This design comes from an exercise in tuning for small area on the open sky130 flow, not from production work. In this exercise RTL edits were held to simulation tests only and were not proved equivalent to the original. No run shown here takes its clock network from TritonCTS; it comes from the design's own scripts or RTL. The clock port is modelled as an ideal driver, which makes a skipped or thinned clock tree look cheaper than it is; a real chip needs a root buffer or a tree. Power and IR drop assume default switching activity.

==> flow/run.sh <==
#!/bin/bash
# The standard layout (standard.sh), except for the clock tree and the
# port buffers:
# - clock tree: four clkbuf_8 driven straight from the clock port, each
#   driving a quarter of the clock pins (cts_single.tcl replaces ORFS's
#   clock_tree_synthesis);
# - ports: buffered with buf_1 rather than the buffer ORFS picks.
# The whole output of the standard flow goes to standard.log here; ORFS's
# per-step logs are under orfs/logs/.
set -euo pipefail
here=$(pwd)
export CTS_GROUPS=4
export CTS_CELL=sky130_fd_sc_hd__clkbuf_8
export PRE_CTS_TCL="$here/flow/cts_single.tcl"
export BUFFER_PORTS_ARGS="-buffer_cell sky130_fd_sc_hd__buf_1"
bash standard.sh > "$here/standard.log" 2>&1
==> flow/cts_single.tcl <==
# Sourced by ORFS's cts.tcl just before it runs clock_tree_synthesis: replace
# that command with a flat clock tree. The clock pins are split into
# CTS_GROUPS equal groups by location, and each group gets one buffer of
# type CTS_CELL, driven straight from the clock port and placed at the
# middle of its group (the detailed placement that follows in cts.tcl
# legalises it).
# (This file is sourced inside a proc, hence the global names.)
rename ::clock_tree_synthesis ::orfs_clock_tree_synthesis
proc ::clock_tree_synthesis { args } {
  set cts_groups 4
  set cts_cell sky130_fd_sc_hd__clkbuf_8
  if { [info exists ::env(CTS_GROUPS)] } { set cts_groups $::env(CTS_GROUPS) }
  if { [info exists ::env(CTS_CELL)] } { set cts_cell $::env(CTS_CELL) }
  set block [ord::get_db_block]
  set clk_port [lindex [get_property [lindex [all_clocks] 0] sources] 0]
  set clk_net [$block findNet [get_full_name $clk_port]]
  set master [[ord::get_db] findMaster $cts_cell]

  set sinks {}
  foreach it [$clk_net getITerms] {
    set loc [[$it getInst] getLocation]
    lappend sinks [list $it [lindex $loc 0] [lindex $loc 1]]
  }
  # recursive bisection into cts_groups (a power of two) groups of equal
  # size: split along x, then along y, and so on
  set groups [list $sinks]
  set axis 1
  while { [llength $groups] < $cts_groups } {
    set next {}
    foreach grp $groups {
      set sorted [lsort -integer -index $axis $grp]
      set h [expr {[llength $sorted] / 2}]
      lappend next [lrange $sorted 0 [expr {$h - 1}]] [lrange $sorted $h end]
    }
    set groups $next
    set axis [expr {3 - $axis}]
  }
  set k [llength $groups]
  set assign {}
  set cx {}
  set cy {}
  foreach grp $groups {
    set sx 0; set sy 0
    foreach s $grp {
      set sx [expr {$sx + [lindex $s 1]}]
      set sy [expr {$sy + [lindex $s 2]}]
    }
    lappend cx [expr {$sx / [llength $grp]}]
    lappend cy [expr {$sy / [llength $grp]}]
  }
  set sinks {}
  set g 0
  foreach grp $groups {
    foreach s $grp { lappend sinks $s; lappend assign $g }
    incr g
  }
  for { set g 0 } { $g < $k } { incr g } {
    set buf [odb::dbInst_create $block $master clkbuf_root_$g]
    set net [odb::dbNet_create $block clk_root_$g]
    $net setSigType CLOCK
    set m 0
    foreach s $sinks a $assign {
      if { $a == $g } {
        set it [lindex $s 0]
        $it disconnect
        $it connect $net
        incr m
      }
    }
    [$buf findITerm A] connect $clk_net
    [$buf findITerm X] connect $net
    $buf setLocation [lindex $cx $g] [lindex $cy $g]
    $buf setPlacementStatus PLACED
    puts "cts_single: clkbuf_root_$g ($cts_cell) drives $m clock pins"
  }
  set_propagated_clock [all_clocks]
}
==> standard.sh <==
#!/bin/bash
# synth_recipe.tcl (not shown) runs the flow's synth.tcl, then flattens the netlist and writes it again
# the make line also repeats each setting of config.mk as NAME=value (left out here)
make -C /OpenROAD-flow-scripts/flow DESIGN_CONFIG=/design/flow/config.mk WORK_HOME=/design/flow/orfs CLKGATE_MAP_FILE= SYNTH_SCRIPT=/design/flow/synth_recipe.tcl "${@:-finish}"
==> config.mk <==
export PLATFORM = sky130hd
export DESIGN_NAME = wifi_tx
export DESIGN_NICKNAME = wifi_tx
export VERILOG_FILES = /design/flow/design.v
export SDC_FILE = /design/flow/constraint.sdc
export NUM_CORES = 4
export LEC_CHECK = 0
export CAP_MARGIN = 20
export CORE_MARGIN = 2
export CORE_UTILIZATION = 40
export SLEW_MARGIN = 20
==> constraint.sdc <==
create_clock -name core_clock -period 5.0 [get_ports {clk}]
set_input_delay 1.0000 -clock core_clock [delete_from_list [all_inputs] [get_ports {clk}]]
set_output_delay 1.0000 -clock core_clock [all_outputs]
set_load 0.01 [all_outputs]
==> design.v <==
module Scrambler(input clk, input rst, input bit_in, output scramb_bit);
	reg [6:0] state;
	wire feedback = state[6] ^ state[3];
	assign scramb_bit = bit_in ^ feedback;
	always @(posedge clk, posedge rst)
	begin
		if (rst)
			state <= 7'b1000000;
		else
			state <= {state[5:0], feedback};
	end
endmodule
module encoder(input en, input in_bit, input [13:0] hist, output coded);
    wire common = hist[3] ^ hist[4] ^ hist[11] ^ hist[12];
    assign coded = common ^ (en ? (in_bit ^ hist[8] ^ hist[13])
                                : (hist[0] ^ hist[2] ^ hist[5] ^ hist[6] ^ hist[9]));
endmodule
module Interleaver(input clk, input rst, input in_bit, input [1:0] q,
                   input [3:0] b, input valid, output reg out_bit,
                   output [13:0] hist);
    reg [15:0] d0;
    always @(posedge clk, posedge rst)
        if (rst)
            d0[13:0] <= 14'd0;
        else
            d0[13:0] <= {d0[12:0], in_bit};
    always @(posedge clk)
        d0[15:14] <= d0[14:13];
    assign hist = d0[13:0];
    wire sel_s8_1 = (!b[3]);
    reg [7:0] line_s8_1;
    wire out_s8_1 = sel_s8_1 ? d0[15] : line_s8_1[7];
    wire li_s8_1 = sel_s8_1 ? line_s8_1[7] : d0[15];
    always @(posedge clk)
        line_s8_1 <= {line_s8_1[6:0], li_s8_1};
    wire sel_s8_2 = (q == 2'd0 && !b[0] && !b[1] && !b[2]) || (q == 2'd0 && !b[0] && b[1] && b[2]) || (q == 2'd0 && b[0] && b[1] && !b[2]) || (q == 2'd1 && !b[0] && !b[1] && b[2]) || (q == 2'd1 && b[0] && !b[1] && !b[2]) || (q == 2'd1 && b[0] && b[1] && b[2]) || (q == 2'd2 && !b[0] && b[1] && !b[2]) || (q == 2'd2 && b[0] && !b[1] && b[2]);
    reg [7:0] line_s8_2;
    wire out_s8_2 = sel_s8_2 ? out_s8_1 : line_s8_2[7];
    wire li_s8_2 = sel_s8_2 ? line_s8_2[7] : out_s8_1;
    always @(posedge clk)
        line_s8_2 <= {line_s8_2[6:0], li_s8_2};
    wire sel_s4_1 = (!b[2]);
    reg [3:0] line_s4_1;
    wire out_s4_1 = sel_s4_1 ? out_s8_2 : line_s4_1[3];
    wire li_s4_1 = sel_s4_1 ? line_s4_1[3] : out_s8_2;
    always @(posedge clk)
        line_s4_1 <= {line_s4_1[2:0], li_s4_1};
    wire sel_s4_2 = (q == 2'd0 && !b[0] && !b[1]) || (q == 2'd0 && b[0] && b[1]) || (q == 2'd1 && b[0] && !b[1]) || (q == 2'd2 && !b[0] && b[1]);
    reg [3:0] line_s4_2;
    wire out_s4_2 = sel_s4_2 ? out_s4_1 : line_s4_2[3];
    wire li_s4_2 = sel_s4_2 ? line_s4_2[3] : out_s4_1;
    always @(posedge clk)
        line_s4_2 <= {line_s4_2[2:0], li_s4_2};
    wire sel_s2_1 = (!b[1]);
    reg [1:0] line_s2_1;
    wire out_s2_1 = sel_s2_1 ? out_s4_2 : line_s2_1[1];
    wire li_s2_1 = sel_s2_1 ? line_s2_1[1] : out_s4_2;
    always @(posedge clk)
        line_s2_1 <= {line_s2_1[0:0], li_s2_1};
    wire sel_s2_2 = (q == 2'd0 && !b[0]) || (q == 2'd1 && b[0]);
    reg [1:0] line_s2_2;
    wire out_s2_2 = sel_s2_2 ? out_s2_1 : line_s2_2[1];
    wire li_s2_2 = sel_s2_2 ? line_s2_2[1] : out_s2_1;
    always @(posedge clk)
        line_s2_2 <= {line_s2_2[0:0], li_s2_2};
    wire sel_s1_1 = (!b[0]);
    reg line_s1_1;
    wire out_s1_1 = sel_s1_1 ? out_s2_2 : line_s1_1;
    wire li_s1_1 = sel_s1_1 ? line_s1_1 : out_s2_2;
    always @(posedge clk)
        line_s1_1 <= li_s1_1;
    wire sel_s1_2 = (q == 2'd0);
    reg line_s1_2;
    wire out_s1_2 = sel_s1_2 ? out_s1_1 : line_s1_2;
    wire li_s1_2 = sel_s1_2 ? line_s1_2 : out_s1_1;
    always @(posedge clk)
        line_s1_2 <= li_s1_2;
    reg [1:0] d1;
    always @(posedge clk)
        d1 <= {d1[0:0], out_s1_2};
    always @(posedge clk)
        out_bit <= valid & d1[1];
endmodule
module wifi_tx (
    input  wire clk,
    input  wire rst,         
    input  wire data_in,     
    output wire in_ready,
    output wire tx_bit
);
    reg [1:0] q;
    reg [3:0] b;
    reg       valid;         
    always @(posedge clk) begin
        if (rst) begin
            q     <= 2'd0;
            b     <= 4'd0;
            valid <= 1'b0;
        end else begin
            q <= q[1] ? 2'd0 : q + 2'd1;
            b <= b + 4'd1;
            if (q[1] && b == 4'd15)      
                valid <= 1'b1;
        end
    end
    assign in_ready = ~b[0];
    wire scramb_bit;
    wire coded;
    wire [13:0] hist;
    Scrambler u_scr (
        .clk(clk), .rst(rst),
        .bit_in(data_in), .scramb_bit(scramb_bit)
    );
    encoder u_enc (
        .en(in_ready), .in_bit(scramb_bit), .hist(hist), .coded(coded)
    );
    Interleaver u_int (
        .clk(clk), .rst(rst), .in_bit(coded), .q(q), .b(b),
        .valid(valid), .out_bit(tx_bit), .hist(hist)
    );
endmodule
==> summary.md, run 1 <==
| Metric | Value |
|---|---|
| Post-Synthesis Cells | `148` |
| Pins Over Slew Limit | `0` |
| Min-delay worst type | `reg2reg` |
| Psw | `325 µW` |
| Via count | `1023` |
| Fin crit share | `42.5%` |
| Fmax | `470 MHz` |
| GR peak layer | `met2` |
| WP buf/inv | `0` |
| Final WS setup | `2.87 ns` |
| Synth Register Bits | `63` |
| Yosys cell types | `37` |
| Clk Latency, worst-skew pair | `0.15 ns` |
| Final Power | `1230 µW` |
| Pre-CTS setup slack | `2.89 ns` |
| Num rows | `25` |
| CTS-repair resized insts | `0` |
| Post-CTS Setup Repair Bufs | `0` |
| Post-route ant nets | `0` |
| Die Ht | `74.4 µm` |
| Worst-margin pin slew | `0.739 ns` |
| Critical path depth in cells | `5` |
| Top cells by count, synth | `40 x dfxtp_1, 20 x dfrtp_1, 9 x xnor2_1, 8 x nor2_1, 7 x inv_1` |
| Sum of negative setup slack | `0 ns` |
| Critical-path cell list | `xor2_1, nor2_1, o31a_1, a221oi_2, o21ai_0` |
| Global-route usage over all layers | `10.1%` |
| Peak VDD IR | `417 µV` |
| Wire per inst | `11.6 µm` |
| Final HPWL DP | `1770 µm` |
| Clock transition at the registers of the reported paths | `0.09 ns` |
| DRC violations left | `0` |
| Net Count, Synth | `155` |
| GPL Wtd Cong | `0.867` |
| RSZ-0062 raised after global routing | `false` |
| Int Pwr | `907 µW` |
| Slew headroom | `50.7%` |
| Synthesized area | `1980 µm²` |
| CP arrival | `2.03 ns` |
| Synth area leaders | `dfxtp_1 40%, dfrtp_1 25%, xnor2_1 4.0%` |
| Drt via density | `4.65` |
| Final Skew | `0.00771 ns` |
| Mean Syn Cell Area | `13.4 µm²` |
| ANT cells | `0` |
| Register area | `1390 µm²` |
| Cell taking the most area after synthesis | `dfxtp_1` |
| Switching Share | `26.4%` |
| Antenna violations before repair | `0` |
| Post-synth top flop | `dfxtp_1` |
| Hold violation total from the final report | `0` |
| Crit path kind | `reg2reg` |
| CP max stage cell | `dfxtp_1` |
| Most frequent cell after synthesis | `dfxtp_1` |
| Part of the power in registers | `61.9%` |
| DR pass1 iterations | `4` |
| Gate power share | `23.0%` |
| Status | `finished clean` |
| LEAKAGE | `0.000884 µW` |
| Clk pwr share | `15.1%` |
| Async S/R FF share, synth | `33.3%` |
| Fraction of layout cells with a size suffix above 1 | `7.19%` |
| Core area | `4750 µm²` |
| Post-synth EDFFs | `2` |
| Met3 usage | `1.63%` |
| Final number of setup-violating endpoints | `0` |
| Top Ports | `5` |
| Vias in the first global route | `995` |
| Register area share after synthesis | `70.0%` |
| Largest net degree at the start of global routing | `23` |
| Initial core utilization | `41.7%` |
| Area of the multi-input gates | `556 µm²` |
| Max-Cap Viols | `0` |
| Clock period minus worst slack | `2.13 ns` |
| Area grow syn2layout | `7.13%` |
| DRT Wirelength | `2560 µm` |
| Grt met1 use | `14.6%` |
| Share of the synthesized area in the top cell type | `40.4%` |
| Worst hold path stage count | `0` |
| Met2 usage | `15.7%` |
| Fin nets | `162` |
| Largest delay share family, worst path | `compound AO/OA/AOI/OAI gates` |
| PD cells | `580 nW/µm²` |
| Required time of the critical path | `4.90 ns` |
| IO Port Bufs | `4` |
| Post-CTS Hold Fix Bufs | `0` |
| CP Launch Type | `register` |
| Worst Setup End Kind | `register` |
| Die ar. | `5530 µm²` |
| CP max FO | `18` |
| Worst reg-to-reg path cell count | `5` |
| Slowest cell delay on critical path | `0.69 ns` |
| Final global-route overflow total | `0` |
| Die X | `74.4 µm` |
| DRT iter0 DRCs | `78` |
| Synth warn | `3` |
| First-pass GRT wire length | `4490 µm` |
| Filler cells | `448` |
| WHS | `0.323 ns` |
-- per-layer routing --
layer  wire length (µm)  part of all wire (%)
met1               1240                    49
met3                117                   4.6
met4                 86                   3.4
met5                  0                     0
met2               1110                    43
-- kinds of logic (layout without fill, tap and decap cells) --
kind of cell | Yosys count | count (layout) | synth area share [%]
flops | 63 | 63 | 70.0
simple gates | 26 | 26 | 6.75
xor+xnor | 14 | 14 | 6.88
fa+ha+maj | 4 | 4 | 2.53
buf+inv | 10 | 15 | 1.96
compound gates | 26 | 26 | 9.15
mux | 5 | 5 | 2.71
-- through the flow --
step	util (%)	instances	instance area [µm²]
3_3_place_gp	43.5	216	2070
5_1_grt	44.7	220	2120
4_1_cts	44.7	220	2120
2_1_floorplan	-	148	1980
6_report	44.7	220	2120
3_5_place_dp	43.5	216	2070
-- path summary, 6_finish.rpt --
check / from / endpoint / slack, ns
max reg2reg: b[0] / u_int.line_s1_2 / 2.87
max: b[0] / u_int.line_s1_2 / 2.87
min in group asynchronous: rst / u_scr.state[0] / 1.06
max in group asynchronous: rst / u_int.d0[2] / 3.47
min reg2reg: u_int.d0[14] / u_int.d0[15] / 0.32
min: u_int.d0[14] / u_int.d0[15] / 0.32
-- power by group through the flow --
| stage | Combinational [µW] | Clock, µW | Sequential, µW |
|---|---|---|---|
| after floorplan | 248 | 0 | 744 |
| after global placement | 285 | 0 | 768 |
| after detailed placement | 286 | 0 | 772 |
| after CTS | 289 | 194 | 764 |
| after global routing | 319 | 221 | 786 |
| final | 283 | 186 | 762 |
-- flip-flops by register name, summed over array words and instances, names as in the netlist --
name and flops:
u_int.line_s4_2 4, q 2, u_int.line_s1_2 1, u_int.d1 2, u_int.line_s2_1 2, u_int.line_s4_1 4, u_scr.state 7, valid 1
u_int.line_s8_2 8, u_int.line_s1_1 1, u_int.line_s8_1 8, u_int.out_bit 1, b 4, u_int.d0 16, u_int.line_s2_2 2
-- layout make-up --
cell class	instances	share of cell area, %
repair buffers	4	0.707
inverters	7	1.24
multi-input cells	75	26.2
flip-flops and latches	63	65.4
plain buffers	4	2.59
well taps	67	3.95
-- cells in the final DEF, fill, tap and decap left out, drive strengths merged --
master and instances:
nand2b 3, o21bai 1, xnor3 1, o211ai 1, a211oi 1, or3b 1, edfxtp 2, nand3 1
dfstp 1, o221ai 1, o31a 1, ha 4, nand2 4, a22oi 2, o31ai 2, xor2 4
a21oi 6, a221oi 1, o32ai 2, nor2 8, o21ai 7, xnor2 9, buf 4, clkbuf 4
and2 1, mux2i 2, inv 7, dfrtp 20, nand3b 1, mux2 3, nor3 1, a41oi 1
and3 4, dfxtp 40, nor2b 2
==> run 2: changes to the inputs <==
--- a/config.mk
+++ b/config.mk
@@ -5,6 +5,7 @@
 export SDC_FILE = /design/flow/constraint.sdc
 export NUM_CORES = 4
 export LEC_CHECK = 0
+export ABC_AREA = 1
 export CAP_MARGIN = 20
 export CORE_MARGIN = 2
 export CORE_UTILIZATION = 40
==> summary.md, run 2 <==
| Metric | Value |
|---|---|
| Status | `finished clean` |
| CP arrival | `1.00 ns` |
| First-pass GRT wire length | `4630 µm` |
| Share of the synthesized area in the top cell type | `40.5%` |
| Post-CTS Hold Fix Bufs | `0` |
| Synth area leaders | `dfxtp_1 41%, dfrtp_1 25%, nand2_1 4.6%` |
| Largest delay share family, worst path | `flip-flops` |
| Largest net degree at the start of global routing | `23` |
| Vias in the first global route | `1100` |
| Fin crit share | `39.9%` |
| GPL Wtd Cong | `0.742` |
| Global-route usage over all layers | `10.2%` |
| Antenna violations before repair | `0` |
| Slowest cell delay on critical path | `0.61 ns` |
| Clk Latency, worst-skew pair | `0.15 ns` |
| Cell taking the most area after synthesis | `dfxtp_1` |
| Peak VDD IR | `265 µV` |
| Clock transition at the registers of the reported paths | `0.09 ns` |
| DRC violations left | `0` |
| Most flops, register | `u_int.d0` |
| Wire per inst | `10.4 µm` |
| Mean Syn Cell Area | `11.9 µm²` |
| Fmax | `501 MHz` |
| Filler cells | `457` |
| Die Ht | `74.3 µm` |
| Final Skew | `0.00297 ns` |
| Synthesized area | `1980 µm²` |
| Post-synth EDFFs | `2` |
| Required time of the critical path | `4.00 ns` |
| Worst Setup End Kind | `output pin` |
| Slew headroom | `51.6%` |
| ANT cells | `0` |
| Crit path kind | `reg2out` |
| Most frequent cell after synthesis | `dfxtp_1` |
| Commonest non-fill, non-tap cell in the layout | `dfxtp_1` |
| Core area | `4750 µm²` |
| CP max stage cell | `dfxtp_1` |
| Clock period minus worst slack | `2.00 ns` |
| Post-route ant nets | `0` |
| Min-delay worst type | `reg2reg` |
| Max reg flops | `16` |
| Pins Over Slew Limit | `0` |
| Top Ports | `5` |
| Final global-route overflow total | `0` |
| CP max FO | `10` |
| Post-Synthesis Cells | `166` |
| Max-Cap Viols | `0` |
| Synth warn | `3` |
| Hold violation total from the final report | `0` |
| Area of the multi-input gates | `497 µm²` |
| Num rows | `25` |
| Post-CTS Setup Repair Bufs | `0` |
| Fin nets | `182` |
| IO Port Bufs | `4` |
| Die ar. | `5520 µm²` |
| Async S/R FF share, synth | `33.3%` |
| DRT Wirelength | `2500 µm` |
| WP buf/inv | `2` |
| Area grow syn2layout | `7.22%` |
| LEAKAGE | `0.000954 µW` |
| Top cells by count, synth | `40 x dfxtp_1, 24 x nand2_1, 20 x dfrtp_1, 16 x inv_1, 9 x xnor2_1` |
| WHS | `0.332 ns` |
| Final number of setup-violating endpoints | `0` |
| DR pass1 iterations | `4` |
| Critical-path cell list | `inv_6, buf_1` |
| Final HPWL DP | `1840 µm` |
| Register area share after synthesis | `70.2%` |
| Fraction of layout cells with a size suffix above 1 | `12.7%` |
| Register area | `1390 µm²` |
| Synth Register Bits | `63` |
| Net Count, Synth | `173` |
| Worst-margin pin slew | `0.725 ns` |
| Die X | `74.3 µm` |
| DRT iter0 DRCs | `25` |
| Yosys cell types | `25` |
| Sum of negative setup slack | `0 ns` |
| Largest regs | `u_int.d0 (16), u_int.line_s8_1 (8), u_int.line_s8_2 (8)` |
| Post-synth top flop | `dfxtp_1` |
| PD cells | `565 nW/µm²` |
| Via count | `1023` |
| RSZ-0062 raised after global routing | `false` |
| Initial core utilization | `41.6%` |
| Drt via density | `4.26` |
| Most frequent cells in the layout | `40 x dfxtp_1, 24 x nand2_1, 20 x dfrtp_1, 16 x inv_1, 9 x xnor2_1` |
| CTS-repair resized insts | `0` |
| CP Launch Type | `register` |
-- run 2: report_power, final --
| part | internal [µW] | switching [µW] |
|---|---|---|
| combinational | 123 | 132 |
| clock | 73.7 | 111 |
| sequential | 682 | 75.7 |
-- run 2: final timing paths --
kind                       cells after the start            endpoint          startpoint  slack [ns]
min in group asynchronous                      2         u_int.d0[0]                 rst        1.06
max in group asynchronous                      2      u_scr.state[0]                 rst        3.49
min                                            0  u_int.line_s8_2[6]  u_int.line_s8_2[5]        0.33
max                                            2            in_ready                b[0]        3.01
max reg2reg                                   13     u_int.line_s1_2                q[1]        3.01
min reg2reg                                    0  u_int.line_s8_2[6]  u_int.line_s8_2[5]        0.33
-- run 2: per-layer routing --
layer | track usage, % | wire length, µm | part of all wire, %
met5 | 0 | 0 | 0
met4 | 2.18 | 42 | 1.7
met3 | 1.22 | 72 | 2.9
met2 | 17.5 | 1140 | 46
met1 | 14.0 | 1240 | 50
-- run 2: through the flow --
| stage | instance area (µm²) | std cells | setup slack, ns | util, % | power, µW |
|---|---|---|---|---|---|
| 3_3_place_gp | 2060 | 236 | 2.88 | 43.4 | 1020 |
| 6_report | 2120 | 240 | 3.01 | 44.6 | 1200 |
| 2_1_floorplan | 1980 | 166 | 3.18 | - | 968 |
| 5_1_grt | 2120 | 240 | 2.79 | 44.6 | 1290 |
| 4_1_cts | 2120 | 240 | 2.96 | 44.6 | 1210 |
| 3_5_place_dp | 2060 | 236 | 2.78 | 43.4 | 1020 |
-- run 2: final cells by class --
type	count	share of cell area [%]
Sequential cell	63	65.5
Multi-Input combinational cell	82	23.4
Tap cell	67	3.96
Inverter	20	3.78
Buffer	4	2.60
Timing Repair Buffer	4	0.709
-- run 2: kinds of logic after synthesis --
group	after synthesis	synth area share [%]
buffers and inverters	21	4.62
and+or+nand+nor	57	14.9
DFF	63	70.2
adders and majority gates	4	2.53
AOI/OAI and AO/OA	10	2.79
xor gates and xnor gates	11	4.88
==> run 3: changes to the inputs <==
==> flow/run.sh (replaced) <==
#!/bin/bash
# The standard layout (standard.sh), with three changes:
# - synthesis: the standard flow's synthesis script, but ABC maps the logic for area with
#   area.abc (no buffering or upsizing there) instead of ORFS's ABC script
#   (see abc_hook.tcl);
# - clock tree: four clkbuf_8 driven straight from the clock port, each
#   driving a quarter of the clock pins (cts_single.tcl replaces ORFS's
#   clock_tree_synthesis);
# - ports: buffered with buf_1 rather than the buffer ORFS picks.
# The whole output of the standard flow goes to standard.log here; ORFS's
# per-step logs are under orfs/logs/.
set -euo pipefail
here=$(pwd)
{ head -n 1 synth_recipe.tcl; cat flow/abc_hook.tcl; tail -n +2 synth_recipe.tcl; } > synth_area.tcl
export WIFI_ABC_SCRIPT="$here/flow/area.abc"
export CTS_GROUPS=4
export CTS_CELL=sky130_fd_sc_hd__clkbuf_8
export PRE_CTS_TCL="$here/flow/cts_single.tcl"
export BUFFER_PORTS_ARGS="-buffer_cell sky130_fd_sc_hd__buf_1"
bash standard.sh SYNTH_SCRIPT="$here/synth_area.tcl" finish > "$here/standard.log" 2>&1
==> flow/abc_hook.tcl (new file) <==
# Inserted into the standard flow's synthesis script (after its first line) by run.sh:
# make ORFS's synthesis map the logic with WIFI_ABC_SCRIPT (area.abc)
# instead of ORFS's ABC script. synth_preamble.tcl builds the abc command's
# arguments in abc_args; whenever it sets them, point -script at ours.
# Only the combinational mapping changes; the flip-flops are mapped before
# ABC runs and stay as the standard synthesis makes them.
proc wifi_abc_hook { name1 name2 op } {
  upvar #0 abc_args a
  set i [lsearch -exact $a -script]
  if { $i >= 0 } {
    lset a [expr {$i + 1}] $::env(WIFI_ABC_SCRIPT)
  }
}
trace add variable ::abc_args write wifi_abc_hook
==> flow/area.abc (new file) <==
strash
dch -f
amap
topo
--- a/config.mk
+++ b/config.mk
@@ -5,7 +5,6 @@
 export SDC_FILE = /design/flow/constraint.sdc
 export NUM_CORES = 4
 export LEC_CHECK = 0
-export ABC_AREA = 1
 export CAP_MARGIN = 20
 export CORE_MARGIN = 2
 export CORE_UTILIZATION = 40
==> summary.md, run 3 <==
| Metric | Value |
|---|---|
| Fmax | `286 MHz` |
| Clock period minus worst slack | `3.50 ns` |
| Crit path from | `b[0]` |
| Pins Over Slew Limit | `0` |
| Synth warn | `3` |
| Final Power | `1140 µW` |
| Vias in the first global route | `932` |
| Post-Synthesis Cells | `141` |
| Async S/R FF share, synth | `33.3%` |
| RR Startpoint | `b[0]` |
| R2R setup slack | `1.50 ns` |
| Most frequent cell after synthesis | `dfxtp_1` |
| LEAKAGE | `0.000795 µW` |
| Crit path to | `u_int.line_s1_2` |
| CP Launch Type | `register` |
| Top Ports | `5` |
| Layout Utilization | `44.7%` |
| Commonest non-fill, non-tap cell in the layout | `dfxtp_1` |
| Share of the synthesized area in the top cell type | `43.8%` |
| DRT iter0 DRCs | `49` |
| First-pass GRT wire length | `4190 µm` |
| Post-route ant nets | `0` |
| Slew headroom | `52.4%` |
| Hold violation total from the final report | `0` |
| Post-synth EDFFs | `2` |
| Max reg flops | `16` |
| Core area | `4380 µm²` |
| Die Ht | `71.6 µm` |
| Clk Latency, worst-skew pair | `0.15 ns` |
| Clock transition at the registers of the reported paths | `0.09 ns` |
| Die X | `71.6 µm` |
| CTS-repair resized insts | `0` |
| Synthesized area | `1830 µm²` |
| Fin nets | `158` |
| Most frequent cells in the layout | `40 x dfxtp_1, 20 x dfrtp_1, 16 x nor2_1, 13 x clkinv_1, 13 x a21oi_1` |
| Final HPWL DP | `1680 µm` |
| Initial core utilization | `41.7%` |
| Synth area leaders | `dfxtp_1 44%, dfrtp_1 27%, a21oi_1 3.6%` |
| Largest regs | `u_int.d0 (16), u_int.line_s8_1 (8), u_int.line_s8_2 (8)` |
| Mean Syn Cell Area | `13.0 µm²` |
| Synth Register Bits | `63` |
| Sum of negative setup slack | `0 ns` |
| Via count | `951` |
| Wire per inst | `11.8 µm` |
| Crit path kind | `reg2reg` |
| Area grow syn2layout | `7.40%` |
| Status | `finished clean` |
| Num rows | `24` |
| Worst Setup End Kind | `register` |
| RSZ-0062 raised after global routing | `false` |
| Fraction of layout cells with a size suffix above 1 | `3.36%` |
| Net Count, Synth | `148` |
| Final global-route overflow total | `0` |
| Top cells by count, synth | `40 x dfxtp_1, 20 x dfrtp_1, 16 x nor2_1, 13 x a21oi_1, 13 x clkinv_1` |
| Global-route usage over all layers | `9.83%` |
| Register area share after synthesis | `76.0%` |
| IO Port Bufs | `4` |
| Die ar. | `5120 µm²` |
| Required time of the critical path | `4.91 ns` |
| Most flops, register | `u_int.d0` |
| Yosys cell types | `20` |
| Final number of setup-violating endpoints | `0` |
| CP arrival | `3.40 ns` |
| Cell taking the most area after synthesis | `dfxtp_1` |
| Post-synth top flop | `dfxtp_1` |
| Fin crit share | `69.9%` |
| PD cells | `580 nW/µm²` |
| Filler cells | `408` |
| Max-Cap Viols | `0` |
| Worst-margin pin slew | `0.710 ns` |
| CP max FO | `11` |
| DRT Wirelength | `2370 µm` |
| Min-delay worst type | `reg2reg` |
| Largest net degree at the start of global routing | `23` |
| DR pass1 iterations | `6` |
| ANT cells | `0` |
| Antenna violations before repair | `0` |
| Drt via density | `4.73` |
| Worst reg-to-reg path cell count | `13` |
| GPL Wtd Cong | `0.820` |
| Final Skew | `0.00853 ns` |
| Post-CTS Hold Fix Bufs | `0` |
| DRC violations left | `0` |
| Peak VDD IR | `326 µV` |
| Post-CTS Setup Repair Bufs | `0` |
| Worst R2R End | `u_int.line_s1_2` |
==> run 3: where the power goes <==
part	switching (µW)	internal, µW	total (µW)	leakage [µW]
Combinational	110	87.5	197	0.000160
Clock	113	73.8	187	0.0000288
Sequential	73.1	680	753	0.000606
==> run 3: kinds of logic after synthesis <==
logic type | Yosys count | synth area share, %
AOI/OAI and AO/OA | 35 | 12.5
DFF | 63 | 76.0
adders and majority gates | 4 | 2.74
and+or+nand+nor | 26 | 6.10
buffers and inverters | 13 | 2.67
==> run 3: cell type report <==
cell class	instances	area (µm²)	share of cell area, %
sequential	63	1390	70.7
multi-input combinational	65	390	19.9
tap	52	65.1	3.32
buffer	4	55.1	2.81
inverter	13	48.8	2.49
timing repair buffer	4	15.0	0.765
==> run 3: stage by stage <==
step | worst slack [ns] | cell area, µm² | cells | hold slack [ns]
after floorplan | 1.92 | 1830 | 141 | 0.310
after global placement | 1.61 | 1910 | 197 | 0.310
after detailed placement | 1.49 | 1910 | 197 | 0.312
after CTS | 1.52 | 1960 | 201 | 0.330
after global routing | 1.22 | 1960 | 201 | 0.335
final | 1.50 | 1960 | 201 | 0.330
==> run 3: worst max-delay path, cell delays in order (launching register included) <==
cell	delay [ns]
dfxtp_1	0.58
clkinv_1	0.31
o22ai_1	0.34
clkinv_1	0.17
a222oi_1	0.48
clkinv_1	0.16
o22a_1	0.20
o22a_1	0.21
o22ai_1	0.18
nor2_1	0.06
a21oi_1	0.15
o22ai_1	0.11
o22ai_1	0.22
clkinv_1	0.08
==> run 3: worst min path at each step <==
stage / start / to / slack, ns / depth (start not counted)
after global placement: u_int.line_s2_2[0] / u_int.line_s2_2[1] / 0.31 / 0
final: u_int.line_s8_2[4] / u_int.line_s8_2[5] / 0.33 / 0
after floorplan: u_int.d0[14] / u_int.d0[15] / 0.31 / 0
after detailed placement: u_int.line_s8_1[0] / u_int.line_s8_1[1] / 0.31 / 0
after CTS: u_int.line_s8_2[4] / u_int.line_s8_2[5] / 0.33 / 0
after global routing: u_int.line_s8_2[6] / u_int.line_s8_2[7] / 0.34 / 0
==> run 3: layer usage <==
layer | share of wire [%] | GRT usage [%] | up-vias
li1 | - | - | 499
met1 | 50 | 13.7 | 440
met2 | 45 | 17.0 | 7
met3 | 2.2 | 0.844 | 5
met4 | 2.3 | 1.89 | 0
met5 | 0 | 0 | -
==> run 4: changes to the inputs <==
--- a/design.v
+++ b/design.v
@@ -1,13 +1,17 @@
 module Scrambler(input clk, input rst, input bit_in, output scramb_bit);
-	reg [6:0] state;
+	reg [6:0] st;
+	wire [6:0] state = st ^ 7'b0101010;
 	wire feedback = state[6] ^ state[3];
 	assign scramb_bit = bit_in ^ feedback;
-	always @(posedge clk, posedge rst)
+	always @(posedge clk)
 	begin
-		if (rst)
-			state <= 7'b1000000;
-		else
-			state <= {state[5:0], feedback};
+		st[0] <= ~rst & feedback;
+		st[1] <= rst | ~st[0];
+		st[2] <= ~rst & ~st[1];
+		st[3] <= rst | ~st[2];
+		st[4] <= ~rst & ~st[3];
+		st[5] <= rst | ~st[4];
+		st[6] <= rst | ~st[5];       
 	end
 endmodule
 module encoder(input en, input in_bit, input [13:0] hist, output coded);
@@ -18,15 +22,25 @@
 module Interleaver(input clk, input rst, input in_bit, input [1:0] q,
                    input [3:0] b, input valid, output reg out_bit,
                    output [13:0] hist);
-    reg [15:0] d0;
-    always @(posedge clk, posedge rst)
-        if (rst)
-            d0[13:0] <= 14'd0;
-        else
-            d0[13:0] <= {d0[12:0], in_bit};
-    always @(posedge clk)
+    reg [15:0] d0;    
+    always @(posedge clk) begin
+        d0[0] <= ~rst & in_bit;
+        d0[1] <= rst | ~d0[0];
+        d0[2] <= ~rst & ~d0[1];
+        d0[3] <= rst | ~d0[2];
+        d0[4] <= ~rst & ~d0[3];
+        d0[5] <= rst | ~d0[4];
+        d0[6] <= ~rst & ~d0[5];
+        d0[7] <= rst | ~d0[6];
+        d0[8] <= ~rst & ~d0[7];
+        d0[9] <= rst | ~d0[8];
+        d0[10] <= ~rst & ~d0[9];
+        d0[11] <= rst | ~d0[10];
+        d0[12] <= ~rst & ~d0[11];
+        d0[13] <= rst | ~d0[12];
         d0[15:14] <= d0[14:13];
-    assign hist = d0[13:0];
+    end
+    assign hist = d0[13:0] ^ 14'h2aaa;
     wire sel_s8_1 = (!b[3]);
     reg [7:0] line_s8_1;
     wire out_s8_1 = sel_s8_1 ? d0[15] : line_s8_1[7];
@@ -79,7 +93,7 @@
     always @(posedge clk)
         d1 <= {d1[0:0], out_s1_2};
     always @(posedge clk)
-        out_bit <= valid & d1[1];
+        out_bit <= valid & ~d1[1];    
 endmodule
 module wifi_tx (
     input  wire clk,
@@ -97,8 +111,9 @@
             b     <= 4'd0;
             valid <= 1'b0;
         end else begin
-            q <= q[1] ? 2'd0 : q + 2'd1;
-            b <= b + 4'd1;
+            q <= {q[0], ~(q[1] | q[0])};
+            b <= {b[3] ^ (b[2] & b[1] & b[0]), b[2] ^ (b[1] & b[0]),
+                  b[1] ^ b[0], ~b[0]};
             if (q[1] && b == 4'd15)      
                 valid <= 1'b1;
         end
--- a/flow/run.sh
+++ b/flow/run.sh
@@ -13,8 +13,8 @@
 here=$(pwd)
 { head -n 1 synth_recipe.tcl; cat flow/abc_hook.tcl; tail -n +2 synth_recipe.tcl; } > synth_area.tcl
 export WIFI_ABC_SCRIPT="$here/flow/area.abc"
-export CTS_GROUPS=4
-export CTS_CELL=sky130_fd_sc_hd__clkbuf_8
+export CTS_GROUPS=2
+export CTS_CELL=sky130_fd_sc_hd__clkbuf_16
 export PRE_CTS_TCL="$here/flow/cts_single.tcl"
 export BUFFER_PORTS_ARGS="-buffer_cell sky130_fd_sc_hd__buf_1"
 bash standard.sh SYNTH_SCRIPT="$here/synth_area.tcl" finish > "$here/standard.log" 2>&1
==> summary.md, run 4 <==
| Metric | Value |
|---|---|
| Clock period minus worst slack | `3.42 ns` |
| Pins Over Slew Limit | `0` |
| Final Skew | `0.00866 ns` |
| Num rows | `24` |
| Cell taking the most area after synthesis | `dfxtp_1` |
| Worst Setup End Kind | `register` |
| WP buf/inv | `4` |
| Share of the synthesized area in the top cell type | `69.5%` |
| CTS-repair resized insts | `0` |
| Slew headroom | `48.8%` |
| RR Startpoint | `b[0]` |
| Non-Filler Instances | `219` |
| Final number of setup-violating endpoints | `0` |
| Post-CTS Hold Fix Bufs | `0` |
| Hold Crit Start | `u_int.line_s4_1[0]` |
| Filler cells | `421` |
| Via count | `1032` |
| Critical-path cell list | `clkinv_1, o22ai_1, clkinv_1, a222oi_1, clkinv_1, o22ai_1, o22ai_1, o22ai_1, nor2_1, a21oi_1, o22ai_1, o22ai_1, clkinv_1` |
| Crit path kind | `reg2reg` |
| Sum of negative setup slack | `0 ns` |
| Peak VDD IR | `304 µV` |
| RSZ-0062 raised after global routing | `false` |
| Register area share after synthesis | `72.9%` |
| IO Port Bufs | `4` |
| DRC violations left | `0` |
| Fin nets | `173` |
| Most flops, register | `u_int.d0` |
| Most frequent cells in the layout | `61 x dfxtp_1, 25 x nor2_1, 19 x nand2_1, 14 x clkinv_1, 11 x o22ai_1` |
| First-pass GRT wire length | `4460 µm` |
| Hold violation total from the final report | `0` |
| Net Count, Synth | `165` |
| Required time of the critical path | `4.93 ns` |
| Async S/R FF share, synth | `0%` |
| Area of the multi-input gates | `423 µm²` |
| CP Launch Type | `register` |
| Final global-route overflow total | `0` |
| Final HPWL DP | `1890 µm` |
| Post-synth EDFFs | `2` |
| Status | `finished clean` |
| Drt via density | `4.71` |
| Worst reg-to-reg path cell count | `13` |
| Post-CTS Setup Repair Bufs | `0` |
| R2R setup slack | `1.58 ns` |
| Fmax | `292 MHz` |
| Most used cell along the critical path | `o22ai_1` |
| CP arrival | `3.35 ns` |
| Fraction of layout cells with a size suffix above 1 | `1.20%` |
| Top Ports | `5` |
| CP max FO | `11` |
| WHS | `0.333 ns` |
| Worst-margin pin slew | `0.768 ns` |
| Fin crit share | `68.4%` |
| PD cells | `434 nW/µm²` |
| Slowest cell delay on critical path | `0.54 ns` |
| Mean Syn Cell Area | `10.9 µm²` |
| Post-Synthesis Cells | `161` |
| Final Power | `818 µW` |
| DRT Wirelength | `2510 µm` |
| Max reg flops | `16` |
| Top cells by count, synth | `61 x dfxtp_1, 25 x nor2_1, 19 x nand2_1, 14 x clkinv_1, 11 x o22ai_1` |
| Core area | `4290 µm²` |
| Most frequent cell after synthesis | `dfxtp_1` |
| Wire per inst | `11.5 µm` |
| Commonest non-fill, non-tap cell in the layout | `dfxtp_1` |
| Min-delay worst type | `reg2reg` |
| Post-synth top flop | `dfxtp_1` |
| Synth Register Bits | `63` |
| Vias in the first global route | `1026` |
| CP max stage cell | `dfxtp_1` |
| DR pass1 iterations | `4` |
| Largest delay share family, worst path | `compound AO/OA/AOI/OAI gates` |
| ANT cells | `0` |
| Area grow syn2layout | `7.41%` |
| Yosys cell types | `16` |
| Clock transition at the registers of the reported paths | `0.11 ns` |
| Worst hold path stage count | `0` |
| Largest net degree at the start of global routing | `33` |
| Antenna violations before repair | `0` |
| Global-route usage over all layers | `10.5%` |
| Die ar. | `4940 µm²` |
| LEAKAGE | `0.000700 µW` |
| GPL Wtd Cong | `0.778` |
| Max-Cap Viols | `0` |
| Hold Path End | `u_int.line_s4_1[1]` |
| Register area | `1280 µm²` |
| Synth warn | `3` |
| Die X | `70.3 µm` |
| Die Ht | `70.3 µm` |
| Post-route ant nets | `0` |
| Synth area leaders | `dfxtp_1 70%, nor2_1 5.3%, nand2_1 4.1%` |
| DP Cell Count | `217` |
| Synthesized area | `1760 µm²` |
| Layout Utilization | `43.9%` |
| DRT iter0 DRCs | `30` |
| Initial core utilization | `40.9%` |
| Worst R2R End | `u_int.line_s1_2` |
| Largest regs | `u_int.d0 (16), u_int.line_s8_1 (8), u_int.line_s8_2 (8)` |
| Clk Latency, worst-skew pair | `0.17 ns` |
[run 4: cells by family (layout without fill, tap and decap cells)]
group	after synthesis	in the layout	synth area share, %
AO/OA/AOI/OAI	35	35	12.5
XOR/XNOR	1	1	0.499
adder cells (fa/ha/maj)	1	1	0.712
buffers and inverters	14	20	2.99
flip-flops	63	63	72.9
AND/OR/NAND/NOR	47	47	10.4
[run 4: cell type report]
| class | count | share of cell area [%] |
|---|---|---|
| well taps | 52 | 3.45 |
| multi-input cells | 84 | 22.4 |
| repair buffers | 4 | 0.796 |
| flip-flops and latches | 63 | 67.9 |
| plain buffers | 2 | 2.65 |
| inverters | 14 | 2.79 |
[run 4: worst reg2reg max path: stages, from the launching register on]
cell	delay, ns
dfxtp_1	0.54
clkinv_1	0.24
o22ai_1	0.31
clkinv_1	0.19
a222oi_1	0.51
clkinv_1	0.17
o22ai_1	0.21
o22ai_1	0.13
o22ai_1	0.21
nor2_1	0.07
a21oi_1	0.17
o22ai_1	0.12
o22ai_1	0.22
clkinv_1	0.08
[run 4: stage by stage]
step / area [µm²] / setup WS, ns
after floorplan: 1760 / 2.04
after global placement: 1840 / 1.94
after detailed placement: 1840 / 1.63
after CTS: 1890 / 1.60
after global routing: 1890 / 1.09
final: 1890 / 1.58
[run 4: power breakdown]
group | switching, µW | leakage [µW] | internal, µW
sequential | 17.5 | 0.000519 | 555
combinational | 35.9 | 0.000156 | 21.4
clock | 114 | 0.0000246 | 74.3
[run 4: per-layer routing]
layer	track usage, %	share of wire (%)	up-vias
li1	-	-	551
met1	14.4	47	468
met2	18.6	47	9
met3	1.44	4.5	4
met4	0.641	0.68	0
met5	0	0	-
[run 4: how the worst max path moves through the flow]
stage	from	endpoint	cells after the start
4_1_cts	b[0]	u_int.line_s1_2	13
6_report	b[0]	u_int.line_s1_2	13
2_1_floorplan	b[0]	u_int.line_s1_2	13
3_3_place_gp	b[0]	u_int.line_s1_2	13
5_1_grt	b[0]	u_int.line_s1_2	13
3_5_place_dp	b[0]	u_int.line_s1_2	13
==> run 5: changes to the inputs <==
--- a/flow/run.sh
+++ b/flow/run.sh
@@ -13,8 +13,8 @@
 here=$(pwd)
 { head -n 1 synth_recipe.tcl; cat flow/abc_hook.tcl; tail -n +2 synth_recipe.tcl; } > synth_area.tcl
 export WIFI_ABC_SCRIPT="$here/flow/area.abc"
-export CTS_GROUPS=2
-export CTS_CELL=sky130_fd_sc_hd__clkbuf_16
+export CTS_GROUPS=4
+export CTS_CELL=sky130_fd_sc_hd__clkbuf_8
 export PRE_CTS_TCL="$here/flow/cts_single.tcl"
 export BUFFER_PORTS_ARGS="-buffer_cell sky130_fd_sc_hd__buf_1"
 bash standard.sh SYNTH_SCRIPT="$here/synth_area.tcl" finish > "$here/standard.log" 2>&1
==> summary.md, run 5 <==
| Metric | Value |
|---|---|
| Initial core utilization | `40.9%` |
| Compound-cell area share of the yosys netlist | `12.5%` |
| Post-CTS Hold Fix Bufs | `0` |
| Min-delay worst type | `reg2reg` |
| Max-Cap Viols | `0` |
| Die Ht | `70.3 µm` |
| Fraction of layout cells with a size suffix above 1 | `2.37%` |
| LEAKAGE | `0.000704 µW` |
| RSZ-0062 raised after global routing | `false` |
| R2R setup slack | `1.59 ns` |
| Pins Over Slew Limit | `0` |
| Global-route usage over all layers | `10.9%` |
| GPL Wtd Cong | `0.778` |
| Worst Setup End Kind | `register` |
| Fin nets | `175` |
| Num rows | `24` |
| Largest family of logic cells by synthesized area | `compound AO/OA/AOI/OAI gates` |
| Final HPWL DP | `1890 µm` |
| Post-Synthesis Cells | `161` |
| First-pass GRT wire length | `4580 µm` |
| Clk Latency, worst-skew pair | `0.15 ns` |
| Most frequent cell after synthesis | `dfxtp_1` |
| Most frequent cells in the layout | `61 x dfxtp_1, 25 x nor2_1, 19 x nand2_1, 14 x clkinv_1, 11 x o22ai_1` |
| DRC violations left | `0` |
| Clk pwr share | `23.3%` |
| Filler cells | `422` |
| Top cells by count, synth | `61 x dfxtp_1, 25 x nor2_1, 19 x nand2_1, 14 x clkinv_1, 11 x o22ai_1` |
| Placed Area | `1840 µm²` |
| Yosys cell types | `16` |
| Final global-route overflow total | `0` |
| Fin crit share | `68.3%` |
| Worst R2R End | `u_int.line_s1_2` |
| DRT iter0 DRCs | `37` |
| Synthesized area | `1760 µm²` |
| Mean Syn Cell Area | `10.9 µm²` |
| Clock period minus worst slack | `3.41 ns` |
| Most flops, register | `u_int.d0` |
| Hold Path End | `u_int.line_s8_1[1]` |
| Worst-margin pin slew | `0.747 ns` |
| Finished Cell Area | `1890 µm²` |
| Final number of setup-violating endpoints | `0` |
| ANT cells | `0` |
| Register area | `1280 µm²` |
| CP max FO | `11` |
| IO Port Bufs | `4` |
| Final Power | `821 µW` |
| Peak VDD IR | `260 µV` |
| Share of the synthesized area in the top cell type | `69.5%` |
| CP Launch Type | `register` |
| Required time of the critical path | `4.91 ns` |
| Area of the multi-input gates | `423 µm²` |
| Synth warn | `3` |
| Xor/xnor share of the synthesized area | `0.499%` |
| Max reg flops | `16` |
| Antenna violations before repair | `0` |
| Clock transition at the registers of the reported paths | `0.10 ns` |
| Part of the power in registers | `69.8%` |
| Die X | `70.3 µm` |
| Mux share of post-synthesis cell area | `0%` |
| Top Ports | `5` |
| Via count | `1037` |
| Hold violation total from the final report | `0` |
| Int Pwr | `651 µW` |
| Die ar. | `4940 µm²` |
| Gate power share | `7.0%` |
| Async S/R FF share, synth | `0%` |
| Area grow syn2layout | `7.69%` |
| Sum of negative setup slack | `0 ns` |
| Psw | `171 µW` |
| Synth Register Bits | `63` |
| Post-route ant nets | `0` |
| DR pass1 iterations | `4` |
| Worst reg-to-reg path cell count | `13` |
| Drt via density | `4.69` |
| Fmax | `293 MHz` |
| Crit path kind | `reg2reg` |
| Worst hold path stage count | `0` |
| Register area share after synthesis | `72.9%` |
| Hold Crit Start | `u_int.line_s8_1[0]` |
| Slew headroom | `50.2%` |
| Final Skew | `0.00856 ns` |
| Largest net degree at the start of global routing | `18` |
| Switching Share | `20.8%` |
| Post-synth top flop | `dfxtp_1` |
| RR Startpoint | `b[0]` |
| CP arrival | `3.33 ns` |
| Post-synth EDFFs | `2` |
| Synth area leaders | `dfxtp_1 70%, nor2_1 5.3%, nand2_1 4.1%` |
| Post-synthesis adder-cell area fraction | `0.712%` |
| Wire per inst | `11.8 µm` |
| Core area | `4290 µm²` |
| Post-CTS Setup Repair Bufs | `0` |
| PD cells | `434 nW/µm²` |
| Commonest non-fill, non-tap cell in the layout | `dfxtp_1` |
| Largest regs | `u_int.d0 (16), u_int.line_s8_1 (8), u_int.line_s8_2 (8)` |
| Vias in the first global route | `1053` |
| CTS-repair resized insts | `0` |
| Status | `finished clean` |
| Cell taking the most area after synthesis | `dfxtp_1` |
| Synth Area in Simple Gates | `10.4%` |
| Net Count, Synth | `165` |
| DRT Wirelength | `2600 µm` |
[run 5: cell types whose count changed in the layout (fill, tap and decap cells not counted)]
cell	before	now
clkbuf_8	0	4
clkbuf_16	2	0
[run 5: kinds of logic after synthesis]
group	count (synthesis)
buf+inv	14
simple gates	47
flops	63
compound gates	35
xor+xnor	1
fa+ha+maj	1
[run 5: worst max-delay path: stages, from the launching register on]
cell	delay [ns]
dfxtp_1	0.53
clkinv_1	0.24
o22ai_1	0.31
clkinv_1	0.19
a222oi_1	0.51
clkinv_1	0.17
o22ai_1	0.21
o22ai_1	0.13
o22ai_1	0.21
nor2_1	0.07
a21oi_1	0.17
o22ai_1	0.12
o22ai_1	0.22
clkinv_1	0.08
[run 5: layer usage]
| layer | vias to the layer above | global-route usage, % | part of all wire [%] |
|---|---|---|---|
| met4 | 0 | 1.50 | 1.5 |
| li1 | 553 | - | - |
| met3 | 3 | 2.02 | 5.5 |
| met1 | 470 | 14.8 | 46 |
| met5 | - | 0 | 0 |
| met2 | 11 | 18.7 | 47 |
[run 5: area by class of cell]
| cell class | count | area share [%] |
|---|---|---|
| multi-input cells | 84 | 22.4 |
| well taps | 52 | 3.44 |
| inverters | 14 | 2.78 |
| plain buffers | 4 | 2.91 |
| flip-flops and latches | 63 | 67.7 |
| repair buffers | 4 | 0.794 |
[run 5: power by group through the flow]
stage / Clock, µW / Sequential [µW] / Combinational, µW
global route: 218 / 579 / 66.1
floorplan: 0 / 580 / 43.3
CTS: 198 / 574 / 56.8
global placement: 0 / 584 / 54.5
detailed placement: 0 / 586 / 56.6
finish: 191 / 573 / 57.1
[run 5: worst max-delay path by stage]
stage | start | endpoint | slack, ns | depth (start not counted)
after floorplan | b[0] | u_int.line_s1_2 | 2.04 | 13
after global placement | b[0] | u_int.line_s1_2 | 1.94 | 13
after detailed placement | b[0] | u_int.line_s1_2 | 1.63 | 13
after CTS | b[0] | u_int.line_s1_2 | 1.61 | 13
after global routing | b[0] | u_int.line_s1_2 | 1.10 | 13
final | b[0] | u_int.line_s1_2 | 1.59 | 13
[run 5: per-stage QoR]
| step | std cells | hold slack, ns | setup slack, ns | utilization (%) |
|---|---|---|---|---|
| 2_1_floorplan | 161 | 0.310 | 2.04 | - |
| 3_3_place_gp | 217 | 0.310 | 1.94 | 42.8 |
| 3_5_place_dp | 217 | 0.312 | 1.63 | 42.8 |
| 4_1_cts | 221 | 0.333 | 1.61 | 44.1 |
| 5_1_grt | 221 | 0.342 | 1.10 | 44.1 |
| 6_report | 221 | 0.331 | 1.59 | 44.1 |
==> run 6: changes to the inputs <==
--- a/design.v
+++ b/design.v
@@ -92,8 +92,11 @@
     reg [1:0] d1;
     always @(posedge clk)
         d1 <= {d1[0:0], out_s1_2};
-    always @(posedge clk)
-        out_bit <= valid & ~d1[1];    
+    always @(posedge clk, posedge rst)
+        if (rst)
+            out_bit <= 1'b0;
+        else
+            out_bit <= valid & ~d1[1];    
 endmodule
 module wifi_tx (
     input  wire clk,
==> summary.md, run 6 <==
| Metric | Value |
|---|---|
| Clk Latency, worst-skew pair | `0.15 ns` |
| LEAKAGE | `0.000710 µW` |
| Part of the power in registers | `70.5%` |
| Filler cells | `422` |
| Grt met1 use | `14.5%` |
| Crit path kind | `reg2reg` |
| Hold Crit Start | `u_int.line_s4_1[1]` |
| Clock period minus worst slack | `3.39 ns` |
| CP Launch Type | `register` |
| Register area share after synthesis | `73.0%` |
| Yosys cell types | `17` |
| Die ar. | `4950 µm²` |
| Max-Cap Viols | `0` |
| Fin crit share | `67.9%` |
| Commonest non-fill, non-tap cell in the layout | `dfxtp_1` |
| Net Count, Synth | `165` |
| Die Ht | `70.4 µm` |
| CTS-repair resized insts | `0` |
| Worst reg-to-reg path cell count | `13` |
| CP arrival | `3.31 ns` |
| Fmax | `295 MHz` |
| Pre-CTS setup slack | `1.65 ns` |
| Vias in the first global route | `1014` |
| Register area | `1290 µm²` |
| Area of the multi-input gates | `423 µm²` |
| Top Ports | `5` |
| DRT Wirelength | `2440 µm` |
| First-pass GRT wire length | `4330 µm` |
| Synth Register Bits | `63` |
| Post-CTS Hold Fix Bufs | `0` |
| Crit path from | `b[0]` |
| Final WS setup | `1.61 ns` |
| Slew headroom | `52.2%` |
| Cell taking the most area after synthesis | `dfxtp_1` |
| Post-route ant nets | `0` |
| Drt via density | `4.79` |
| Final HPWL DP | `1750 µm` |
| Gate power share | `6.8%` |
| Peak VDD IR | `214 µV` |
| Clock transition at the registers of the reported paths | `0.09 ns` |
| Synthesized area | `1760 µm²` |
| Share of the synthesized area in the top cell type | `68.2%` |
| Worst Setup End Kind | `register` |
| Met2 usage | `17.1%` |
| Wire per inst | `11.0 µm` |
| Mean Syn Cell Area | `10.9 µm²` |
| Worst-margin pin slew | `0.717 ns` |
| Clk pwr share | `22.7%` |
| Largest net degree at the start of global routing | `18` |
| CP max FO | `11` |
| Sum of negative setup slack | `0 ns` |
| PD cells | `430 nW/µm²` |
| Max reg flops | `16` |
| Worst R2R End | `u_int.line_s1_2` |
| Post-synth EDFFs | `2` |
| Met3 usage | `0.866%` |
| R2R setup slack | `1.61 ns` |
| Post-Synthesis Cells | `161` |
| Post-synth top flop | `dfxtp_1` |
| Async S/R FF share, synth | `1.59%` |
| Crit path to | `u_int.line_s1_2` |
| GPL Wtd Cong | `0.880` |
| Most frequent cell after synthesis | `dfxtp_1` |
| Num rows | `24` |
| GR peak layer | `met2` |
| Fin nets | `175` |
| Most flops, register | `u_int.d0` |
| Status | `finished clean` |
| Most frequent cells in the layout | `60 x dfxtp_1, 25 x nor2_1, 19 x nand2_1, 14 x clkinv_1, 11 x o22ai_1` |
| Hold violation total from the final report | `0` |
| IO Port Bufs | `4` |
| Global-route usage over all layers | `10.3%` |
| Core area | `4290 µm²` |
| Antenna violations before repair | `0` |
| Top cells by count, synth | `60 x dfxtp_1, 25 x nor2_1, 19 x nand2_1, 14 x clkinv_1, 11 x o22ai_1` |
| Die X | `70.4 µm` |
| Required time of the critical path | `4.91 ns` |
| DRC violations left | `0` |
| DRT iter0 DRCs | `43` |
| DR pass1 iterations | `4` |
| Pins Over Slew Limit | `0` |
| Final Power | `816 µW` |
| Area grow syn2layout | `7.67%` |
| Final number of setup-violating endpoints | `0` |
| Final global-route overflow total | `0` |
| ANT cells | `0` |
| RSZ-0062 raised after global routing | `false` |
| Largest regs | `u_int.d0 (16), u_int.line_s8_1 (8), u_int.line_s8_2 (8)` |
| Synth warn | `3` |
| Initial core utilization | `41.0%` |
| Synth area leaders | `dfxtp_1 68%, nor2_1 5.3%, nand2_1 4.0%` |
| RR Startpoint | `b[0]` |
| Final Skew | `0.00692 ns` |
| Min-delay worst type | `reg2reg` |
| Switching Share | `20.3%` |
| Fraction of layout cells with a size suffix above 1 | `2.37%` |
| Post-CTS Setup Repair Bufs | `0` |
| Via count | `1058` |
| Int Pwr | `650 µW` |
| Psw | `165 µW` |
## run 6: cell types whose count changed in the layout (fill, tap and decap cells not counted), sizes merged
cell	before	now
dfrtp	0	1
dfxtp	61	60
## run 6: routing by layer
metal	up-vias	wire length, µm
met3	7	67
met4	0	74
met5	-	0
met2	11	1050
met1	483	1240
li1	557	-
## run 6: through the flow
step / util (%) / hold slack, ns / std cells / area (µm²)
floorplan: - / 0.310 / 161 / 1760
global placement: 42.9 / 0.310 / 217 / 1840
detailed placement: 42.9 / 0.313 / 217 / 1840
CTS: 44.2 / 0.331 / 221 / 1900
global route: 44.2 / 0.337 / 221 / 1900
finish: 44.2 / 0.327 / 221 / 1900
## run 6: kinds of logic after synthesis
group | count (synthesis) | synth area share [%]
xor gates and xnor gates | 1 | 0.497
adders and majority gates | 1 | 0.710
buffers and inverters | 14 | 2.98
and+or+nand+nor | 47 | 10.4
AOI/OAI and AO/OA | 35 | 12.4
DFF | 63 | 73.0
## run 6: worst min-delay path by stage
stage,endpoint,slack (ns),depth (start not counted)
after CTS,u_int.line_s4_1[2],0.33,0
after floorplan,u_int.d0[15],0.31,0
after global routing,u_int.line_s4_1[2],0.34,0
final,u_int.line_s4_1[2],0.33,0
after global placement,u_int.d0[15],0.31,0
after detailed placement,u_int.line_s8_2[4],0.31,0
## run 6: area by class of cell
cell class,count,area share (%)
multi-input cells,84,22.3
plain buffers,4,2.90
flip-flops and latches,63,67.8
inverters,14,2.77
repair buffers,4,0.792
well taps,52,3.43
## run 6: power by group through the flow
stage	combinational [µW]	clock [µW]	sequential, µW
CTS	55.8	194	576
floorplan	43.4	0	580
global route	64.5	216	582
finish	55.7	185	575
detailed placement	55.4	0	586
global placement	53.9	0	585
## run 6: critical path, cell delays in order (launching register included)
cell and delay (ns):
dfxtp_1 0.54, clkinv_1 0.25, o22ai_1 0.32, clkinv_1 0.17
a222oi_1 0.52, clkinv_1 0.18, o22ai_1 0.20, o22ai_1 0.12
o22ai_1 0.20, nor2_1 0.06, a21oi_1 0.18, o22ai_1 0.11
o22ai_1 0.22, clkinv_1 0.08
==> run 7: changes to the inputs <==
==> flow/run.sh (replaced) <==
#!/bin/bash
# The standard layout (standard.sh), with three changes:
# - synthesis: the standard flow's synthesis script, but ABC maps the logic for area with
#   area.abc (no buffering or upsizing there) instead of ORFS's ABC script
#   (see abc_hook.tcl);
# - clock tree: two clkbuf_16 driven straight from the clock port, each
#   driving half of the clock pins (cts_single.tcl replaces ORFS's
#   clock_tree_synthesis);
# - ports: buffered with buf_1 rather than the buffer ORFS picks.
# The whole output of the standard flow goes to standard.log here; ORFS's
# per-step logs are under orfs/logs/.
set -euo pipefail
here=$(pwd)
{ head -n 1 synth_recipe.tcl; cat flow/abc_hook.tcl; tail -n +2 synth_recipe.tcl; } > synth_area.tcl
export WIFI_ABC_SCRIPT="$here/flow/area.abc"
export CTS_GROUPS=2
export CTS_CELL=sky130_fd_sc_hd__clkbuf_16
export PRE_CTS_TCL="$here/flow/cts_single.tcl"
export BUFFER_PORTS_ARGS="-buffer_cell sky130_fd_sc_hd__buf_1"
bash standard.sh SYNTH_SCRIPT="$here/synth_area.tcl" finish > "$here/standard.log" 2>&1
--- a/flow/cts_single.tcl
+++ b/flow/cts_single.tcl
@@ -7,8 +7,8 @@
 # (This file is sourced inside a proc, hence the global names.)
 rename ::clock_tree_synthesis ::orfs_clock_tree_synthesis
 proc ::clock_tree_synthesis { args } {
-  set cts_groups 4
-  set cts_cell sky130_fd_sc_hd__clkbuf_8
+  set cts_groups 2
+  set cts_cell sky130_fd_sc_hd__clkbuf_16
   if { [info exists ::env(CTS_GROUPS)] } { set cts_groups $::env(CTS_GROUPS) }
   if { [info exists ::env(CTS_CELL)] } { set cts_cell $::env(CTS_CELL) }
   set block [ord::get_db_block]
==> summary.md, run 7 <==
| Metric | Value |
|---|---|
| WL met1 | `1220 µm` |
| Top cells by count, synth | `60 x dfxtp_1, 25 x nor2_1, 19 x nand2_1, 14 x clkinv_1, 11 x o22ai_1` |
| CP max FO | `11` |
| Net Count, Synth | `165` |
| Crit path kind | `reg2reg` |
| DRC violations left | `0` |
| ANT cells | `0` |
| Met2 wire len | `1080 µm` |
| DR pass1 iterations | `4` |
| Finished Cell Area | `1890 µm²` |
| Die Ht | `70.4 µm` |
| Most flops, register | `u_int.d0` |
| Worst-margin pin slew | `0.714 ns` |
| Post-CTS Setup Repair Bufs | `0` |
| CTS-repair resized insts | `0` |
| Status | `finished clean` |
| Register area share after synthesis | `73.0%` |
| CP Launch Type | `register` |
| Required time of the critical path | `4.92 ns` |
| Max reg flops | `16` |
| DR top layer | `met4` |
| LEAKAGE | `0.000706 µW` |
| Fin crit share | `67.9%` |
| Via count | `1047` |
| Max-Cap Viols | `0` |
| Core area | `4290 µm²` |
| Slew headroom | `52.4%` |
| Critical-path cell list | `clkinv_1, o22ai_1, clkinv_1, a222oi_1, clkinv_1, o22ai_1, o22ai_1, o22ai_1, nor2_1, a21oi_1, o22ai_1, o22ai_1, clkinv_1` |
| Fin nets | `173` |
| Post-Synthesis Cells | `161` |
| Post-synthesis adder-cell area fraction | `0.710%` |
| Synth warn | `3` |
| Vias in the first global route | `1009` |
| Most used cell along the critical path | `o22ai_1` |
| Clock period minus worst slack | `3.40 ns` |
| Final number of setup-violating endpoints | `0` |
| Synth Register Bits | `63` |
| Final Skew | `0.00350 ns` |
| CP arrival | `3.32 ns` |
| Clock transition at the registers of the reported paths | `0.10 ns` |
| Post-route ant nets | `0` |
| Met3 WL | `67 µm` |
| First-pass GRT wire length | `4280 µm` |
| Final HPWL DP | `1750 µm` |
| Mean Syn Cell Area | `10.9 µm²` |
| DRT iter0 DRCs | `37` |
| Synthesized area | `1760 µm²` |
| Drt via density | `4.78` |
| GPL Wtd Cong | `0.880` |
| Wire per inst | `11.1 µm` |
| Die X | `70.4 µm` |
| DP Cell Count | `217` |
| CP max stage cell | `dfxtp_1` |
| Xor/xnor share of the synthesized area | `0.497%` |
| Num rows | `24` |
| Post-synth top flop | `dfxtp_1` |
| Async S/R FF share, synth | `1.59%` |
| Synth area leaders | `dfxtp_1 68%, nor2_1 5.3%, nand2_1 4.0%` |
| PD cells | `432 nW/µm²` |
| Commonest non-fill, non-tap cell in the layout | `dfxtp_1` |
| Post-synth EDFFs | `2` |
| IO Port Bufs | `4` |
| Yosys cell types | `17` |
| Global-route usage over all layers | `10.1%` |
| Worst reg-to-reg path cell count | `13` |
| Share of the synthesized area in the top cell type | `68.2%` |
| Initial core utilization | `41.0%` |
| Worst hold path stage count | `0` |
| RSZ-0062 raised after global routing | `false` |
| Area grow syn2layout | `7.39%` |
| Antenna violations before repair | `0` |
| Top Ports | `5` |
| Largest family of logic cells by synthesized area | `compound AO/OA/AOI/OAI gates` |
| Hold violation total from the final report | `0` |
| Worst Setup End Kind | `register` |
| Non-Filler Instances | `219` |
| Filler cells | `420` |
| Fraction of layout cells with a size suffix above 1 | `1.20%` |
| DRT Wirelength | `2430 µm` |
| Final global-route overflow total | `0` |
| Clk Latency, worst-skew pair | `0.16 ns` |
| Cell taking the most area after synthesis | `dfxtp_1` |
| Synth Area in Simple Gates | `10.4%` |
| Sum of negative setup slack | `0 ns` |
| Die ar. | `4950 µm²` |
| Peak VDD IR | `317 µV` |
| Post-CTS Hold Fix Bufs | `0` |
| Compound-cell area share of the yosys netlist | `12.4%` |
| Most frequent cells in the layout | `60 x dfxtp_1, 25 x nor2_1, 19 x nand2_1, 14 x clkinv_1, 11 x o22ai_1` |
| Fmax | `294 MHz` |
| Largest net degree at the start of global routing | `33` |
| Pins Over Slew Limit | `0` |
| Slowest cell delay on critical path | `0.55 ns` |
| Min-delay worst type | `reg2reg` |
| Most frequent cell after synthesis | `dfxtp_1` |
| Mux share of post-synthesis cell area | `0%` |
| Largest regs | `u_int.d0 (16), u_int.line_s8_1 (8), u_int.line_s8_2 (8)` |
| Placed Area | `1840 µm²` |
==> run 7: cell counts after synthesis <==
No cell type changed its count.
==> run 7: cell families (layout without fill, tap and decap cells) <==
family                     after synthesis  count (layout)
DFF                                     63              63
and+or+nand+nor                         47              47
AOI/OAI and AO/OA                       35              35
buffers and inverters                   14              20
adders and majority gates                1               1
xor gates and xnor gates                 1               1
==> run 7: per-stage QoR <==
step	total power [µW]	hold slack (ns)	util, %	worst slack [ns]
2_1_floorplan	623	0.310	-	2.04
3_3_place_gp	639	0.310	42.9	1.91
3_5_place_dp	642	0.313	42.9	1.65
4_1_cts	827	0.338	44.1	1.62
5_1_grt	859	0.345	44.1	1.14
6_report	817	0.336	44.1	1.60
==> run 7: worst paths after layout <==
path,from,to,slack [ns]
max,b[0],u_int.line_s1_2,1.60
min,u_int.line_s2_2[0],u_int.line_s2_2[1],0.34
max reg2reg,b[0],u_int.line_s1_2,1.60
min reg2reg,u_int.line_s2_2[0],u_int.line_s2_2[1],0.34
max in group asynchronous,rst,u_int.out_bit,3.72
min in group asynchronous,rst,u_int.out_bit,1.07
==> run 7: area by class of cell <==
type                       instances  area [µm²]  share of cell area, %
timing repair buffer               4        15.0                  0.794
inverter                          14        52.6                   2.78
sequential                        63        1290                   68.0
multi-input combinational         84         423                   22.4
tap                               52        65.1                   3.44
buffer                             2        50.0                   2.65
==> run 7: per-layer routing <==
metal	vias up	global-route usage [%]
met1	482	13.9
met3	5	0.866
met2	9	17.5
met4	0	1.92
met5	-	0
li1	551	-
==> run 7: report_power, final <==
part	internal (µW)	switching (µW)
sequential	556	19.6
clock	74.2	112
combinational	21.2	34.3
total	651	166
==> run 7: worst max-delay path: cells and delay by family (launching register included) <==
family / cells / cell delay [ns]
AND/OR/NAND/NOR: 1 / 0.06
flip-flops: 1 / 0.55
AO/OA/AOI/OAI: 8 / 1.85
buffers and inverters: 4 / 0.67

## static timing again, ports no longer ideal
How much do the figures lean on ideal ports? The routed layouts below were timed once more, with nothing changed but the port constraints. Step 1, drivers: a clkbuf_16 drives clk and a buf_2 each remaining input, both assumed. Step 2 times the ports against the registers' clock, not the clock port: input delays grow and output delays shrink by t, the midpoint of the rising clock arrivals with the driver on. Three values: ideal, step 1, step 2; two values: the first two.
| run | t, ns | setup slack, ns | hold slack, ns |
|---|---|---|---|
| run 1 | 0.202 | 2.873 / 2.829 / 2.873 | 0.323 / 0.323 / 0.323 |
| run 2 | 0.198 | 3.005 / 2.953 / 2.843 | 0.332 / 0.332 / 0.332 |
| run 3 | 0.197 | 1.504 / 1.504 / 1.504 | 0.330 / 0.330 / 0.330 |
| run 4 | 0.206 | 1.580 / 1.580 / 1.580 | 0.333 / 0.333 / 0.333 |
| run 5 | 0.202 | 1.585 / 1.585 / 1.585 | 0.331 / 0.331 / 0.331 |
| run 6 | 0.198 | 1.605 / 1.605 / 1.605 | 0.327 / 0.327 / 0.327 |
| run 7 | 0.210 | 1.603 / 1.603 / 1.603 | 0.336 / 0.336 / 0.336 |
After both steps every run listed still meets setup and hold. The setup slack of run 2, which loses most, moves by -0.052 ns with the drivers and by -0.162 ns with both steps.
